This is an optimization exercise on Yosys and OpenROAD, whose aim is small area and a short achievable clock period, not a production implementation. Only the layout flow was run in this run; the RTL was not checked for function there. Power figures rest on the tool's default switching activity, not on a simulated workload.

[run.sh]
#!/bin/bash
# synth_recipe.tcl (not shown) runs the flow's synth.tcl, then flattens the netlist and writes it again
# the make line also repeats each setting of config.mk as NAME=value (left out here)
make -C /OpenROAD-flow-scripts/flow DESIGN_CONFIG=/design/flow/config.mk WORK_HOME=/design/flow/orfs CLKGATE_MAP_FILE= SYNTH_SCRIPT=/design/flow/synth_recipe.tcl finish
[config.mk]
export PLATFORM = sky130hd
export DESIGN_NAME = Microprocessor
export DESIGN_NICKNAME = Microprocessor
export VERILOG_FILES = /design/flow/design.v
export SDC_FILE = /design/flow/constraint.sdc
export NUM_CORES = 4
export LEC_CHECK = 0
export CAP_MARGIN = 20
export CORE_MARGIN = 2
export CORE_UTILIZATION = 70
export SETUP_SLACK_MARGIN = 5.0
export SLEW_MARGIN = 20
export SYNTH_HIERARCHICAL = 1
[constraint.sdc]
create_clock -name core_clock -period 12.5 [get_ports {clk}]
set_input_delay 2.5000 -clock core_clock [delete_from_list [all_inputs] [get_ports {clk}]]
set_output_delay 2.5000 -clock core_clock [all_outputs]
set_load 0.01 [all_outputs]
[design.v]
`timescale 1ns / 1ps
module Microprocessor(
    input clk,
    input reset,                  
    input interrupt,
    input [7:0] data_in,          
    output [7:0] data_out,        
    output [7:0] pm_addr,         
    input [23:0] pm_data,         
    output dm_en,                 
    output dm_we,                 
    output [7:0] dm_addr,         
    output [7:0] dm_wdata,        
    input [7:0] dm_rdata          
    );
reg  [23:0] ins_prv;         
reg  [7:0]  pc_q;            
reg         rst_q;           
reg  [7:0]  ret_q;           
reg         int_q;           
reg         stall_q;         
reg         jt2, jt4;        
reg         ld1;             
reg  [4:0]  op_dec;
reg  [4:0]  RW_dec;
reg  [7:0]  imm;             
reg  [7:0]  AR, BR;          
reg  [4:0]  RW_ex, RW_dm;
reg  [7:0]  ans_ex, ex_out, ans_wb;
reg  [7:0]  dout_q, dm_data_q;
reg  [1:0]  flag_q;          
reg         mem_rw_ex, mem_en_ex, msel_ex, msel_dm;
reg  [7:0]  rf [0:31];
wire [23:0] ins_raw = stall_q ? ins_prv : pm_data;
wire [23:0] ins = reset ? ins_raw : 24'd0;
wire [4:0]  op = ins[23:19];
wire is_cj  = op[4] & op[3] & op[2];
wire is_jmp = (op == 5'b11000);
wire is_ret = (op == 5'b10000);
wire is_ld  = (op == 5'b10100);
wire is_hlt = (op == 5'b10001);
wire stall;
wire mask = is_jmp | is_cj | ld1;
wire [7:0] ret_addr;
wire [31:0] sel_a, sel_b;
wire [7:0] rd_a, rd_b;
Read_Decode dec_a(.idx(ins_raw[13:9]), .sel(sel_a));
Read_Decode dec_b(.idx(ins_raw[8:4]), .sel(sel_b));
genvar gi, gr;
generate for (gi = 0; gi < 8; gi = gi + 1) begin : rdbit
    wire [31:0] col;
    for (gr = 0; gr < 32; gr = gr + 1) begin : row
        assign col[gr] = rf[gr][gi];
    end
    Read_Select rsa(.d(col), .sel(sel_a), .y(rd_a[gi]));
    Read_Select rsb(.d(col), .sel(sel_b), .y(rd_b[gi]));
end endgenerate
wire [7:0] ans_dm = msel_dm ? dm_rdata : ex_out;
wire [4:0] RA_n    = mask ? 5'd0 : ins[13:9];
wire [4:0] RB_n    = ins[8:4];
wire [4:0] RWex_n  = reset ? RW_dec : 5'd0;
wire [4:0] RWdm_n  = reset ? RW_ex : 5'd0;
wire [4:0] RWwb_n  = reset ? RW_dm : 5'd0;
wire       mseldm_n = reset & msel_ex;
wire       immsel_n = ~op[4] & op[3];
wire ea_ex = (RA_n == RWex_n), ea_dm = (RA_n == RWdm_n), ea_wb = (RA_n == RWwb_n);
wire eb_ex = (RB_n == RWex_n), eb_dm = (RB_n == RWdm_n), eb_wb = (RB_n == RWwb_n);
reg sa_ex, sa_x, sa_rd, sa_wb, sa_r;
reg sb_imm, sb_ex, sb_x, sb_rd, sb_wb, sb_r;
always @(posedge clk) begin
    sa_ex <= ea_ex;
    sa_x  <= ~ea_ex & ea_dm & ~mseldm_n;
    sa_rd <= ~ea_ex & ea_dm & mseldm_n;
    sa_wb <= ~ea_ex & ~ea_dm & ea_wb;
    sa_r  <= ~ea_ex & ~ea_dm & ~ea_wb;
    sb_imm <= immsel_n;
    sb_ex <= ~immsel_n & eb_ex;
    sb_x  <= ~immsel_n & ~eb_ex & eb_dm & ~mseldm_n;
    sb_rd <= ~immsel_n & ~eb_ex & eb_dm & mseldm_n;
    sb_wb <= ~immsel_n & ~eb_ex & ~eb_dm & eb_wb;
    sb_r  <= ~immsel_n & ~eb_ex & ~eb_dm & ~eb_wb;
end
wire [7:0] A_e = ({8{sa_ex}} & ans_ex) | ({8{sa_x}} & ex_out) | ({8{sa_wb}} & ans_wb) | ({8{sa_r}} & AR);
wire a_rd = sa_rd;
wire [7:0] B_e = ({8{sb_imm}} & imm) | ({8{sb_ex}} & ans_ex) | ({8{sb_x}} & ex_out) |
                 ({8{sb_wb}} & ans_wb) | ({8{sb_r}} & BR);
wire b_rd = sb_rd;
wire [7:0] A = a_rd ? dm_rdata : A_e;
wire [7:0] B = b_rd ? dm_rdata : B_e;
wire [7:0] ans_tmp;
wire flag_z, flag_c;
wire [7:0] cur_addr;
wire is_addsub = ~op_dec[4] & ~op_dec[2] & ~op_dec[1];
wire f_mov = ~op_dec[4] & (op_dec[2:0] == 3'b010);
wire f_and = ~op_dec[4] & (op_dec[2:0] == 3'b100);
wire f_or  = ~op_dec[4] & (op_dec[2:0] == 3'b101);
wire f_xor = ~op_dec[4] & (op_dec[2:0] == 3'b110);
wire f_not = ~op_dec[4] & (op_dec[2:0] == 3'b111);
wire f_in  = (op_dec == 5'b10110);
wire f_ls  = (op_dec == 5'b11001);
wire f_rs  = (op_dec == 5'b11010) | (op_dec == 5'b11011);
wire f_rsa = (op_dec == 5'b11011);
wire op_j  = op_dec[4] & op_dec[3] & op_dec[2];
wire z_off = (op_dec == 5'b10000) | (op_dec == 5'b10001) | (op_dec == 5'b10100) |
             (op_dec == 5'b10101) | (op_dec == 5'b10111) | (op_dec == 5'b11000);
ALU_Result alu(.A(A), .B(B), .op_dec(op_dec), .data_in(data_in), .ans_ex(ans_ex), .ans_tmp(ans_tmp));
wire [7:0] t00, t01, t10, t11, g0, g1, p0, p1;
wire ls_d, rs_d, rsa_d;
Flag_Tables ftab(
    .A_e(A_e), .B_e(B_e), .a_rd(a_rd), .b_rd(b_rd), .data_in(data_in),
    .sub(op_dec[0]), .f_add(is_addsub), .f_mov(f_mov), .f_and(f_and), .f_or(f_or), .f_xor(f_xor),
    .f_not(f_not), .f_in(f_in), .f_ls(f_ls), .f_rs(f_rs), .f_rsa(f_rsa),
    .t00(t00), .t01(t01), .t10(t10), .t11(t11), .g0(g0), .g1(g1), .p0(p0), .p1(p1),
    .ls_d(ls_d), .rs_d(rs_d), .rsa_d(rsa_d));
wire zero, cout;
Flag_Late flate(
    .d(dm_rdata), .A_e(A_e), .a_rd(a_rd),
    .t00(t00), .t01(t01), .t10(t10), .t11(t11), .g0(g0), .g1(g1), .p0(p0), .p1(p1),
    .ls_d(ls_d), .rs_d(rs_d), .rsa_d(rsa_d), .zero(zero), .cout(cout));
assign flag_z = op_j ? flag_q[1] : (~z_off & zero);
assign flag_c = op_j ? flag_q[0] : (is_addsub & cout);
wire [7:0] addr1, addr0;
wire k_f, en_z, en_c;
Next_Address nxt(
    .ins(ins), .reset(reset), .jt4(jt4), .ld1(ld1), .int_q(int_q),
    .pc_q(pc_q), .rst_q(rst_q), .ret_q(ret_q),
    .op_j(op_j), .z_off(z_off), .f_add(is_addsub), .flag_q(flag_q),
    .stall(stall), .ret_addr(ret_addr), .addr1(addr1), .addr0(addr0),
    .k_f(k_f), .en_z(en_z), .en_c(en_c));
Address_Select asel(
    .zero(zero), .cout(cout), .k_f(k_f), .en_z(en_z), .en_c(en_c),
    .addr1(addr1), .addr0(addr0), .cur_addr(cur_addr));
always @(posedge clk) begin
    ins_prv <= ins_raw;
    pc_q    <= cur_addr;
    rst_q   <= reset;
    ret_q   <= reset ? ret_addr : 8'd0;
    int_q   <= reset & interrupt;
    stall_q <= reset & stall;
    jt2     <= reset & is_cj & ~jt4;
    jt4     <= reset & jt2;
    ld1     <= reset & is_ld & ~ld1;
    op_dec  <= op;
    RW_dec  <= mask ? 5'd0 : ins[18:14];
    imm     <= ins[8:1];
    AR      <= rd_a;
    BR      <= rd_b;
    RW_ex   <= reset ? RW_dec : 5'd0;
    RW_dm   <= reset ? RW_ex : 5'd0;
    ans_ex  <= reset ? ans_tmp : 8'd0;
    ex_out  <= reset ? ans_ex : 8'd0;
    ans_wb  <= reset ? ans_dm : 8'd0;
    dout_q  <= reset ? ((op_dec == 5'b10111) ? A : dout_q) : 8'd0;
    dm_data_q <= B;
    flag_q  <= reset ? {flag_z, flag_c} : 2'd0;
    mem_rw_ex <= reset & op_dec[0];
    mem_en_ex <= reset & (ld1 | (op_dec == 5'b10101));
    msel_ex   <= reset & ld1;
    msel_dm   <= reset & msel_ex;
    rf[RW_dm] <= ans_dm;
end
assign pm_addr  = cur_addr;
assign data_out = dout_q;
assign dm_en    = mem_en_ex;
assign dm_we    = mem_rw_ex;
assign dm_addr  = ans_ex;
assign dm_wdata = dm_data_q;
endmodule
module ALU_Result(
    input  [7:0] A, B,
    input  [4:0] op_dec,
    input  [7:0] data_in,
    input  [7:0] ans_ex,
    output [7:0] ans_tmp
    );
wire sub = op_dec[0];
wire [7:0] sum = A + (B ^ {8{sub}}) + {7'd0, sub};
wire big = |B[7:3];
wire fill = op_dec[1] & op_dec[0] & A[7];
wire [15:0] rsh = {{8{fill}}, A} >> B[2:0];
wire [7:0] shr = big ? {8{fill}} : rsh[7:0];
wire [7:0] shl = big ? 8'd0 : (A << B[2:0]);
reg [7:0] res;
always @* begin
    casez (op_dec)
        5'b0?000, 5'b0?001: res = sum;
        5'b0?010: res = B;
        5'b0?100: res = A & B;
        5'b0?101: res = A | B;
        5'b0?110: res = A ^ B;
        5'b0?111: res = ~B;
        5'b1010?: res = A;
        5'b10110: res = data_in;
        5'b11001: res = shl;
        5'b11010, 5'b11011: res = shr;
        5'b10000, 5'b10001, 5'b10111, 5'b11000, 5'b111??: res = ans_ex;
        default:  res = 8'd0;
    endcase
end
assign ans_tmp = res;
endmodule
module Flag_Tables(
    input  [7:0] A_e, B_e,
    input        a_rd, b_rd,
    input  [7:0] data_in,
    input        sub, f_add, f_mov, f_and, f_or, f_xor, f_not, f_in, f_ls, f_rs, f_rsa,
    output [7:0] t00, t01, t10, t11,    
    output [7:0] g0, g1, p0, p1,        
    output       ls_d, rs_d, rsa_d      
    );
wire [2:0] s = B_e[2:0];
wire nb = ~|B_e[7:3];
function tbit;
    input x, y;             
    input ae, aem1, be, bem1, first, din, lsk, rsk;
    reg a, am1, b, bm1, bx, bxm1, k, zt;
    begin
        a   = a_rd ? x : ae;
        am1 = a_rd ? y : aem1;
        b   = b_rd ? x : be;
        bm1 = b_rd ? y : bem1;
        bx   = b ^ sub;
        bxm1 = bm1 ^ sub;
        k  = first ? sub : (am1 | bxm1);
        zt = a ^ bx ^ k;
        tbit = (f_add & zt) | (f_mov & b) | (f_and & a & b) | (f_or & (a | b)) |
               (f_xor & (a ^ b)) | (f_not & ~b) | (f_in & din) |
               (~b_rd & f_ls & a & lsk) | (~b_rd & f_rs & a & rsk);
    end
endfunction
function gbit;
    input x, ae, be, first;
    reg a, bx, g, pp;
    begin
        a  = a_rd ? x : ae;
        bx = (b_rd ? x : be) ^ sub;
        g  = a & bx;
        pp = a | bx;
        gbit = first ? (g | (pp & sub)) : g;
    end
endfunction
function pbit;
    input x, ae, be;
    begin
        pbit = (a_rd ? x : ae) | ((b_rd ? x : be) ^ sub);
    end
endfunction
genvar i;
generate for (i = 0; i < 8; i = i + 1) begin : tb
    wire aem1 = (i == 0) ? 1'b0 : A_e[(i == 0) ? 0 : i - 1];
    wire bem1 = (i == 0) ? 1'b0 : B_e[(i == 0) ? 0 : i - 1];
    wire lsk = nb & (s <= 7 - i);
    wire rsk = (nb & (s <= i)) | ((i == 7) ? f_rsa : 1'b0);
    wire first = (i == 0);
    assign t00[i] = tbit(1'b0, 1'b0, A_e[i], aem1, B_e[i], bem1, first, data_in[i], lsk, rsk);
    assign t01[i] = tbit(1'b0, 1'b1, A_e[i], aem1, B_e[i], bem1, first, data_in[i], lsk, rsk);
    assign t10[i] = tbit(1'b1, 1'b0, A_e[i], aem1, B_e[i], bem1, first, data_in[i], lsk, rsk);
    assign t11[i] = tbit(1'b1, 1'b1, A_e[i], aem1, B_e[i], bem1, first, data_in[i], lsk, rsk);
    assign g0[i] = gbit(1'b0, A_e[i], B_e[i], first);
    assign g1[i] = gbit(1'b1, A_e[i], B_e[i], first);
    assign p0[i] = pbit(1'b0, A_e[i], B_e[i]);
    assign p1[i] = pbit(1'b1, A_e[i], B_e[i]);
end endgenerate
assign ls_d  = b_rd & f_ls;
assign rs_d  = b_rd & f_rs;
assign rsa_d = b_rd & f_rsa;
endmodule
module Flag_Late(
    input  [7:0] d,
    input  [7:0] A_e,
    input        a_rd,
    input  [7:0] t00, t01, t10, t11, g0, g1, p0, p1,
    input        ls_d, rs_d, rsa_d,
    output       zero, cout
    );
wire [7:0] dm1 = {d[6:0], 1'b0};
wire [7:0] t = (d & dm1 & t11) | (d & ~dm1 & t10) | (~d & dm1 & t01) | (~d & ~dm1 & t00);
wire [2:0] s = d[2:0];
wire nb = ~|d[7:3];
wire [7:0] a = a_rd ? d : A_e;
wire [7:0] tsh;
genvar i;
generate for (i = 0; i < 8; i = i + 1) begin : sh
    assign tsh[i] = a[i] & ((ls_d & nb & (s <= 7 - i)) | (rs_d & nb & (s <= i)) | ((i == 7) ? rsa_d : 1'b0));
end endgenerate
assign zero = ~|(t | tsh);
wire [7:0] g = (d & g1) | (~d & g0);
wire [7:0] p = (d & p1) | (~d & p0);
wire g10 = g[1] | (p[1] & g[0]);
wire g32 = g[3] | (p[3] & g[2]);
wire p32 = p[3] & p[2];
wire g54 = g[5] | (p[5] & g[4]);
wire p54 = p[5] & p[4];
wire g76 = g[7] | (p[7] & g[6]);
wire p76 = p[7] & p[6];
wire g30 = g32 | (p32 & g10);
wire g74 = g76 | (p76 & g54);
wire p74 = p76 & p54;
assign cout = g74 | (p74 & g30);
endmodule
module Next_Address(
    input  [23:0] ins,
    input        reset, jt4, ld1, int_q,
    input  [7:0] pc_q,
    input        rst_q,
    input  [7:0] ret_q,
    input        op_j, z_off, f_add,
    input  [1:0] flag_q,
    output       stall,
    output [7:0] ret_addr,
    output [7:0] addr1, addr0,
    output       k_f, en_z, en_c
    );
wire [4:0] op = ins[23:19];
wire is_cj  = op[4] & op[3] & op[2];
wire is_jmp = (op == 5'b11000);
wire is_ret = (op == 5'b10000);
wire is_ld  = (op == 5'b10100);
wire is_hlt = (op == 5'b10001);
assign stall = (is_cj & ~jt4) | (is_ld & ~ld1) | is_hlt;
wire [7:0] next_addr = rst_q ? pc_q + 8'd1 : 8'd0;
assign ret_addr = int_q ? next_addr : ret_q;
wire [7:0] seq_addr  = stall ? pc_q : next_addr;
wire [7:0] jmp_loc   = is_ret ? ret_addr : (int_q ? 8'hf0 : ins[7:0]);
wire       uncond    = is_jmp | is_ret | int_q;
wire tk1   = uncond | (is_cj & ~ins[19]);   
wire tk0   = uncond | (is_cj &  ins[19]);   
assign addr1 = reset ? (tk1 ? jmp_loc : seq_addr) : 8'd0;
assign addr0 = reset ? (tk0 ? jmp_loc : seq_addr) : 8'd0;
assign k_f  = op_j & (ins[20] ? flag_q[1] : flag_q[0]);
assign en_z = ~op_j & ins[20] & ~z_off;
assign en_c = ~op_j & ~ins[20] & f_add;
endmodule
module Address_Select(
    input        zero, cout, k_f, en_z, en_c,
    input  [7:0] addr1, addr0,
    output [7:0] cur_addr
    );
wire fsel = k_f | (en_z & zero) | (en_c & cout);
assign cur_addr = fsel ? addr1 : addr0;
endmodule
module Read_Decode(input [4:0] idx, output [31:0] sel);
assign sel = 32'd1 << idx;
endmodule
module Read_Select(input [31:0] d, input [31:0] sel, output y);
assign y = |(d & sel);
endmodule
==> summary.txt <==
metrics by stage:
stage          worst slack [ns]  instances  utilization (%)  area, um2
2_1_floorplan              4.80       2136                -      22700
3_5_place_dp               3.48       2479             73.1      23200
5_1_grt                    4.04       2563             77.6      24600
4_1_cts                    4.02       2559             77.4      24500
6_report                   4.14       2563             77.6      24600
3_3_place_gp               3.49       2479             73.1      23200
placed cells by master, fill, tap and decap left out, types with 26 or more instances in the layout:
master and count:
a22oi_1 273, nand2b_1 52, clkbuf_16 42, o21ai_0 41
nor3_1 27, xnor2_1 41, and2_1 69, o22ai_1 32
inv_1 83, ha_1 56, a222oi_1 26, nand2_1 94
edfxtp_1 256, nand3_1 30, nand4_1 72, a21oi_1 51
mux2_2 58, nor2_1 164, clkdlybuf4s50_1 57, mux2i_1 60
dfxtp_1 146
state kept, by name, indices dropped and copies added, names as in the netlist, 2 cells and up:
signal / cells
AR: 8
BR: 8
RW_dec: 5
RW_dm: 5
RW_ex: 5
ans_ex: 8
ans_wb: 8
dm_data_q: 8
dout_q: 8
ex_out: 8
flag_q: 2
imm: 8
ins_prv: 24
op_dec: 5
pc_q: 8
ret_q: 8
rf: 256
final timing paths:
path                        from               to  slack [ns]  depth (start not counted)
hold / removal       jt4$_DFF_P_      jt2$_DFF_P_        0.43                          1
setup / recovery      data_in[6]       pm_addr[0]        4.14                         14
hold reg to reg      jt4$_DFF_P_      jt2$_DFF_P_        0.43                          1
setup reg to reg  sb_imm$_DFF_P_  pc_q[0]$_DFF_P_        7.56                         16
what timing repair did:
action / 4_1_cts / 5_1_grt
gates cloned: 0 / 0
pin swaps: 22 / 14
resized for setup: 58 / 23
endpoints found under the setup margin: 8 / 8
hold buffers: 0 / 0
buffers inserted: 6 / 4
final cells by class:
type                    instances  area (um2)
inverters                      88         330
well taps                     402         503
multi-input cells            1495       10900
clock inverters                23         178
repair buffers                101         961
clock buffers                  51        1120
flip-flops and latches        403       10600
fillers                      1986        7100
metal layers:
metal | vias up | GRT usage [%] | share of wire, %
met3 | 363 | 7.71 | 11
li1 | 8196 | - | -
met1 | 9177 | 54.7 | 36
met2 | 1641 | 69.4 | 46
met4 | 2 | 25.0 | 7.2
met5 | - | 0 | 0.015
power groups by stage:
stage          logic (uW)  clock network, uW  registers (uW)
2_1_floorplan         765                  0            1550
3_3_place_gp          917                  0            1570
3_5_place_dp          937                  0            1580
4_1_cts               958               1180            1550
5_1_grt              1070               1230            1560
6_report             1000               1190            1550
worst max-delay path, cell delays in order:
cell      delay, ns
buf_8          0.10
a222oi_1       0.27
o211ai_1       0.16
a311oi_1       0.32
o21ai_1        0.12
a221o_1        0.36
or4_4          0.53
nor4_4         0.23
o211ai_1       0.17
a211oi_2       0.29
a221oi_4       0.18
buf_6          0.17
mux2_4         0.32
buf_6          0.13
==> results.yml <==
outcome:
  status: "no timing/DRC/antenna violations"
layout:
  finalNetCount: 2229
  area_growth_pct: 8.49
  layout-drive-gt1-share_pct: 11.3
  diodes: 0
die:
  dieArea_um2: 33900
  ioPinCount: 77
  core_area_um2: 31700
  die_h_um: 184
  dieWidth_um: 184
  start_util_pct: 71.5
  row_count: 65
critical_path:
  critPathArrivalTime_ns: 5.86
  critPathKind: "in2out"
  worstPathMaxFanout: 6
  end_kind: "output port"
  required_ns: 10.00
  startpoint_type: "input port"
placement:
  dpl.hpwl_um: 49800
  gp_congestion: 1.05
  port_buffers: 76
grt:
  grt_max_degree: 100
  grtUsageTotal_pct: 43.0
  antenna_found_initial: 3
  first_global_vias: 18500
  grt_remaining_overflow: 0
  grt_pass1_wl_um: 110000
pwr:
  power_uw: 3740
  p_leak_uw: 0.00897
  swShare_pct: 31.7
  p_per_area_nw_per_um2: 152
  pwr-share-clk_pct: 31.8
  p_int_uw: 2550
  power_switching_uw: 1190
  peakVddDrop_mv: 0.122
  pwr-share-seq_pct: 41.5
  p_comb_share_pct: 26.7
sta:
  skew_ns: 0.0230
  setup_viol: 0
  finalHoldViolCount: 0
  post-route-min-period_ns: 8.36
  max_slew.worst_pin.slew_ns: 1.13
  rsz0062_at_grt: "yes"
  fmax_mhz: 120
  tns_ns: 0
  hold_slack_ns: 0.427
  drv_slew: 0
  max_slew_margin_pct: 24.5
  min_period_over_period_pct: 66.8
drt:
  drc: 0
  routed_wl_um: 72300
  wl_per_cell_um: 28.2
  drt_iter0_drc: 3100
  via_count: 19400
  dr.pass1.iters: 6
  ant_nets: 0
  drt-vias-per-instance: 7.56
clock_tree:
  clk_path_buf_depth: 3
  cts_root_buffer: "clkbuf_16"
  cts.clk_slew.worst_paths_ns: 0.06
  cts_sinks: 403
  cts.htree.levels: 2
  cts_tree: "built"
  cts_buffers: 40
  clk_latency_ns: 0.55
synth:
  yosysWarnings: 9
  syn_area_um2: 22700
  syn_area_per_cell_um2: 10.6
  synth_nets: 2236
  syn_inst: 2136
job:
  cap_viol_max_count: 0
hold_path:
  hold_class: "reg2reg"

==> static timing again, ports no longer ideal <==
In the flow no input, the clock included, has a driving cell. The finished layout below was timed again as built, in two steps. Step 1 assumes that a clkbuf_16 drives the clock port and a buf_2 every other input. Step 2 adds t to the input delays and takes it off the output delays; t is the mean of the earliest and latest rising clock arrival at the registers after step 1. Input paths then give back, and output paths get back, about the clock's delay inside the block. a / b / c = ideal ports / drivers / drivers and shift; a / b = the first two.
t (ns): 0.592
setup WS [ns]: 4.144 / 4.095 / 4.095
cell pins on the clock port's net: 1
After both steps setup and hold are still met in this run. The setup slack of this run moves by -0.049 ns with the drivers and by -0.049 ns with both steps.
